This design comes from an exercise in tuning for small area, a short achievable clock period and few clock cycles on the open sky130 flow, not from production work.

## old
==> module fp4_fft, before the edit <==
module fp4_fft #(
    parameter MAX_N = 32,
    parameter ADDR_WIDTH = $clog2(MAX_N)
)(
    input wire clk,
    input wire rst,
    input wire start,
    input wire [ADDR_WIDTH-1:0] N,  
    output reg done,
    output reg error,
    input wire [7:0] data_in,  
    input wire data_in_valid,  
    output reg [7:0] data_out,  
    output reg data_out_valid,  
    output reg fft_ready  
);
    reg n16, n8;
    always @(posedge clk) begin
        n16 <= (N == 5'd16);
        n8 <= (N == 5'd8);
    end
    wire [3:0] mask = n16 ? 4'hf : n8 ? 4'h7 : 4'h3;
    reg in_frame;  
    reg [3:0] c;  
    reg [1:0] fv;  
    reg en;  
    wire start_now = data_in_valid & ~in_frame & fft_ready;
    wire adv = in_frame ? data_in_valid : 1'b1;
    wire [3:0] cur = start_now ? 4'd0 : c;
    wire last = in_frame & data_in_valid & ((c & mask) == mask);
    wire wrap = adv & ((cur & mask) == mask);
    wire in_frame_n = start_now | (in_frame & ~last);
    wire [3:0] c_n = adv ? cur + 4'd1 : c;
    wire [3:0] r = n16 ? 4'd12 : n8 ? 4'd5 : 4'd2;
    wire [3:0] cm = c & mask;
    wire out_v = (cm >= r) ? fv[0] : fv[1];
    always @(posedge clk or negedge rst) begin
        if (!rst) begin
            in_frame <= 1'b0;
            c <= 4'd0;
            fv <= 2'b00;
            fft_ready <= 1'b1;
            done <= 1'b0;
            error <= 1'b0;
            data_out_valid <= 1'b0;
            en <= 1'b0;
        end else begin
            en <= adv;
            in_frame <= in_frame_n;
            c <= c_n;
            fft_ready <= ~in_frame_n & ((c_n & mask) == 4'd0);
            done <= last;
            error <= start & ((N == 5'd0) | ((N & (N - 5'd1)) != 5'd0));
            data_out_valid <= en & out_v;
            if (adv & wrap)
                fv <= {fv[0], in_frame};
            else if (en & (cm == r - 4'd1))
                fv[1] <= 1'b0;  
        end
    end
    reg [7:0] in_reg, o8, o4, o2;
    wire [7:0] s8, s4, s2, s1;
    wire [3:0] l0 = c - 4'd1;
    wire [3:0] l1 = n16 ? c - 4'd10 : c - 4'd1;
    wire [3:0] l2 = n16 ? c - 4'd15 : n8 ? c - 4'd6 : c - 4'd1;
    wire [3:0] l3 = n16 ? c - 4'd2 : n8 ? c - 4'd9 : c - 4'd4;
    wire [3:0] l4 = n16 ? c - 4'd3 : n8 ? c - 4'd10 : c - 4'd5;
    wire [3:0] l5 = c - 4'd10;
    wire [2:0] k4 = n16 ? {l1[3], 2'b00} : 3'd0;
    wire [2:0] k2 = n16 ? {l2[2], l2[3], 1'b0} : n8 ? {l2[2], 2'b00} : 3'd0;
    wire [2:0] k1 = n16 ? {l3[1], l3[2], l3[3]} : n8 ? {l3[1], l3[2], 1'b0} : {l3[1], 2'b00};
    wire [7:0] a8, a4, a2, a1, x8, y8, x4, y4, x2, y2, x1, y1;
    wire [7:0] b4 = n16 ? o8 : in_reg;
    wire [7:0] b2 = n16 | n8 ? o4 : in_reg;
    fp4_butterfly_w0 bf8 (.A(a8), .B(in_reg), .X(x8), .Y(y8));
    fp4_butterfly_w08 bf4 (.A(a4), .B(b4), .w8(k4[2]), .X(x4), .Y(y4));
    fp4_butterfly bf2 (.A(a2), .B(b2), .widx(k2), .X(x2), .Y(y2));
    fp4_butterfly bf1 (.A(a1), .B(o2), .widx(k1), .X(x1), .Y(y1));
    sdf_stage #(.D(8)) st8 (.clk(clk), .en(en), .phase(l0[3]), .s_in(in_reg),
                            .X(x8), .Y(y8), .A(a8), .s_out(s8));
    sdf_stage #(.D(4)) st4 (.clk(clk), .en(en), .phase(l1[2]), .s_in(b4),
                            .X(x4), .Y(y4), .A(a4), .s_out(s4));
    sdf_stage #(.D(2)) st2 (.clk(clk), .en(en), .phase(l2[1]), .s_in(b2),
                            .X(x2), .Y(y2), .A(a2), .s_out(s2));
    sdf_stage #(.D(1)) st1 (.clk(clk), .en(en), .phase(l3[0]), .s_in(o2),
                            .X(x1), .Y(y1), .A(a1), .s_out(s1));
    reg [55:0] rv1;
    reg [15:0] rv2;
    wire [7:0] tap1 = n16 ? rv1[55:48] : n8 ? rv1[23:16] : rv1[7:0];
    wire hi4 = n16 ? l4[3] : n8 ? l4[2] : l4[1];
    wire cond1 = hi4 & ~l4[0];
    wire [7:0] q1 = cond1 ? s1 : tap1;
    wire cond2 = l5[2] & ~l5[1];
    wire [7:0] q2 = cond2 ? q1 : rv2[15:8];
    wire [7:0] q = n16 ? q2 : q1;
    always @(posedge clk)
        in_reg <= data_in;
    always @(posedge clk) begin
        if (en) begin
            o8 <= s8;
            o4 <= s4;
            o2 <= s2;
            rv1 <= {rv1[47:0], cond1 ? tap1 : s1};
            rv2 <= {rv2[7:0], cond2 ? rv2[15:8] : q1};
            data_out <= q;
        end
    end
endmodule
export LEC_CHECK = 0
export ABC_AREA = 1
export CAP_MARGIN = 20
export CORE_MARGIN = 2
export CORE_UTILIZATION = 40
export SLEW_MARGIN = 20
create_clock -name core_clock -period 20.0 [get_ports {clk}]
run.sh (not shown) runs the stock make flow with config.mk's settings and CLKGATE_MAP_FILE= SYNTH_SCRIPT=/design/flow/synth_recipe.tcl, a recipe that flattens the netlist after the stock synthesis.
[inputs] new vs old
==> flow/design.v, changed modules only <==
module fp4_fft #(
    parameter MAX_N = 32,
    parameter ADDR_WIDTH = $clog2(MAX_N)
)(
    input wire clk,
    input wire rst,
    input wire start,
    input wire [ADDR_WIDTH-1:0] N,  
    output reg done,
    output reg error,
    input wire [7:0] data_in,  
    input wire data_in_valid,  
    output reg [7:0] data_out,  
    output reg data_out_valid,  
    output reg fft_ready  
);
    reg n16, n8;
    always @(posedge clk) begin
        n16 <= (N == 5'd16);
        n8 <= (N == 5'd8);
    end
    wire [3:0] mask = n16 ? 4'hf : n8 ? 4'h7 : 4'h3;
    reg in_frame;  
    reg [3:0] c;  
    reg [1:0] fv;  
    wire start_now = data_in_valid & ~in_frame & fft_ready;
    wire adv = in_frame ? data_in_valid : 1'b1;
    wire [3:0] cur = start_now ? 4'd0 : c;
    wire last = in_frame & data_in_valid & ((c & mask) == mask);
    wire wrap = adv & ((cur & mask) == mask);
    wire in_frame_n = start_now | (in_frame & ~last);
    wire [3:0] c_n = adv ? cur + 4'd1 : c;
    wire [3:0] r = n16 ? 4'd12 : n8 ? 4'd5 : 4'd2;
    wire [3:0] cm = c & mask;
    wire out_v = (cm >= r) ? fv[0] : fv[1];
    always @(posedge clk or negedge rst) begin
        if (!rst) begin
            in_frame <= 1'b0;
            c <= 4'd0;
            fv <= 2'b00;
            fft_ready <= 1'b1;
            done <= 1'b0;
            error <= 1'b0;
            data_out_valid <= 1'b0;
        end else begin
            in_frame <= in_frame_n;
            c <= c_n;
            fft_ready <= ~in_frame_n & ((c_n & mask) == 4'd0);
            done <= last;
            error <= start & ((N == 5'd0) | ((N & (N - 5'd1)) != 5'd0));
            data_out_valid <= adv & out_v;
            if (adv) begin
                if (wrap)
                    fv <= {fv[0], in_frame};
                else if (cm == r - 4'd1)
                    fv[1] <= 1'b0;  
            end
        end
    end
    reg [7:0] in_reg, o8, o4, o2;
    wire [7:0] s8, s4, s2, s1;
    wire [3:0] l0 = c - 4'd1;
    wire [3:0] l1 = n16 ? c - 4'd10 : c - 4'd1;
    wire [3:0] l2 = n16 ? c - 4'd15 : n8 ? c - 4'd6 : c - 4'd1;
    wire [3:0] l3 = n16 ? c - 4'd2 : n8 ? c - 4'd9 : c - 4'd4;
    wire [3:0] l4 = n16 ? c - 4'd3 : n8 ? c - 4'd10 : c - 4'd5;
    wire [3:0] l5 = c - 4'd10;
    wire [2:0] k4 = n16 ? {l1[3], 2'b00} : 3'd0;
    wire [2:0] k2 = n16 ? {l2[2], l2[3], 1'b0} : n8 ? {l2[2], 2'b00} : 3'd0;
    wire [2:0] k1 = n16 ? {l3[1], l3[2], l3[3]} : n8 ? {l3[1], l3[2], 1'b0} : {l3[1], 2'b00};
    wire [7:0] a8, a4, a2, a1, x8, y8, x4, y4, x2, y2, x1, y1;
    wire [7:0] b4 = n16 ? o8 : in_reg;
    wire [7:0] b2 = n16 | n8 ? o4 : in_reg;
    fp4_butterfly_w0 bf8 (.A(a8), .B(in_reg), .X(x8), .Y(y8));
    fp4_butterfly_w08 bf4 (.A(a4), .B(b4), .w8(k4[2]), .X(x4), .Y(y4));
    fp4_butterfly bf2 (.A(a2), .B(b2), .widx(k2), .X(x2), .Y(y2));
    fp4_butterfly bf1 (.A(a1), .B(o2), .widx(k1), .X(x1), .Y(y1));
    sdf_stage #(.D(8)) st8 (.clk(clk), .en(adv), .phase(l0[3]), .s_in(in_reg),
                            .X(x8), .Y(y8), .A(a8), .s_out(s8));
    sdf_stage #(.D(4)) st4 (.clk(clk), .en(adv), .phase(l1[2]), .s_in(b4),
                            .X(x4), .Y(y4), .A(a4), .s_out(s4));
    sdf_stage #(.D(2)) st2 (.clk(clk), .en(adv), .phase(l2[1]), .s_in(b2),
                            .X(x2), .Y(y2), .A(a2), .s_out(s2));
    sdf_stage #(.D(1)) st1 (.clk(clk), .en(adv), .phase(l3[0]), .s_in(o2),
                            .X(x1), .Y(y1), .A(a1), .s_out(s1));
    reg [55:0] rv1;
    reg [15:0] rv2;
    wire [7:0] tap1 = n16 ? rv1[55:48] : n8 ? rv1[23:16] : rv1[7:0];
    wire hi4 = n16 ? l4[3] : n8 ? l4[2] : l4[1];
    wire cond1 = hi4 & ~l4[0];
    wire [7:0] q1 = cond1 ? s1 : tap1;
    wire cond2 = l5[2] & ~l5[1];
    wire [7:0] q2 = cond2 ? q1 : rv2[15:8];
    wire [7:0] q = n16 ? q2 : q1;
    always @(posedge clk) begin
        if (adv) begin
            in_reg <= data_in;
            o8 <= s8;
            o4 <= s4;
            o2 <= s2;
            rv1 <= {rv1[47:0], cond1 ? tap1 : s1};
            rv2 <= {rv2[7:0], cond2 ? rv2[15:8] : q1};
            data_out <= q;
        end
    end
endmodule
Notes after the runs:
- Layout inverter count without the clock tree was lower in the run labelled old.
- As far as routed via count is concerned, old and new perform about the same.
- In the reports for new and old, the smaller final-layout clock buffer total belongs to old.
- The run with more routed wire is old, not new.
- Worst hold slack after final layout was higher in the run labelled old.
- Total negative slack for setup checks came out exactly the same in new and old.
- Relative to old, path depth of the worst reg2reg path has increased by 15% in new.
- Design area: new and old compared, lower one is new
- In new the post-route met1 wirelength turned out 2.7% higher than in old.
Function was not checked in any run of this note: the RTL went through the layout flow alone.

-- port drivers added, routing unchanged --
How much do the figures lean on ideal ports? The routed layouts below were timed once more, with nothing changed but the port constraints. Step 1: set_driving_cell puts a clkbuf_16 on clk and a buf_2 on each other input, an assumption about the parent block. Step 2 moves the port delays by t, midway between the first and last clock arrival at a register: inputs arrive t later, outputs are due t later. That takes back most of the time a late clock gives input paths. Three values: no drivers, after step 1, after step 2; two values: the first two.
| run | t, ns | setup WS [ns] | worst register clock-pin slew, ns |
|---|---|---|---|
| old | 0.593 | 14.393 / 14.343 / 14.114 | 0.07 / 0.07 |
| new | 0.612 | 13.730 / 13.751 / 13.139 | 0.06 / 0.06 |
After both steps every run listed still meets setup and hold. The setup slack of new, which loses most, moves by +0.021 ns with the drivers and by -0.591 ns with both steps.
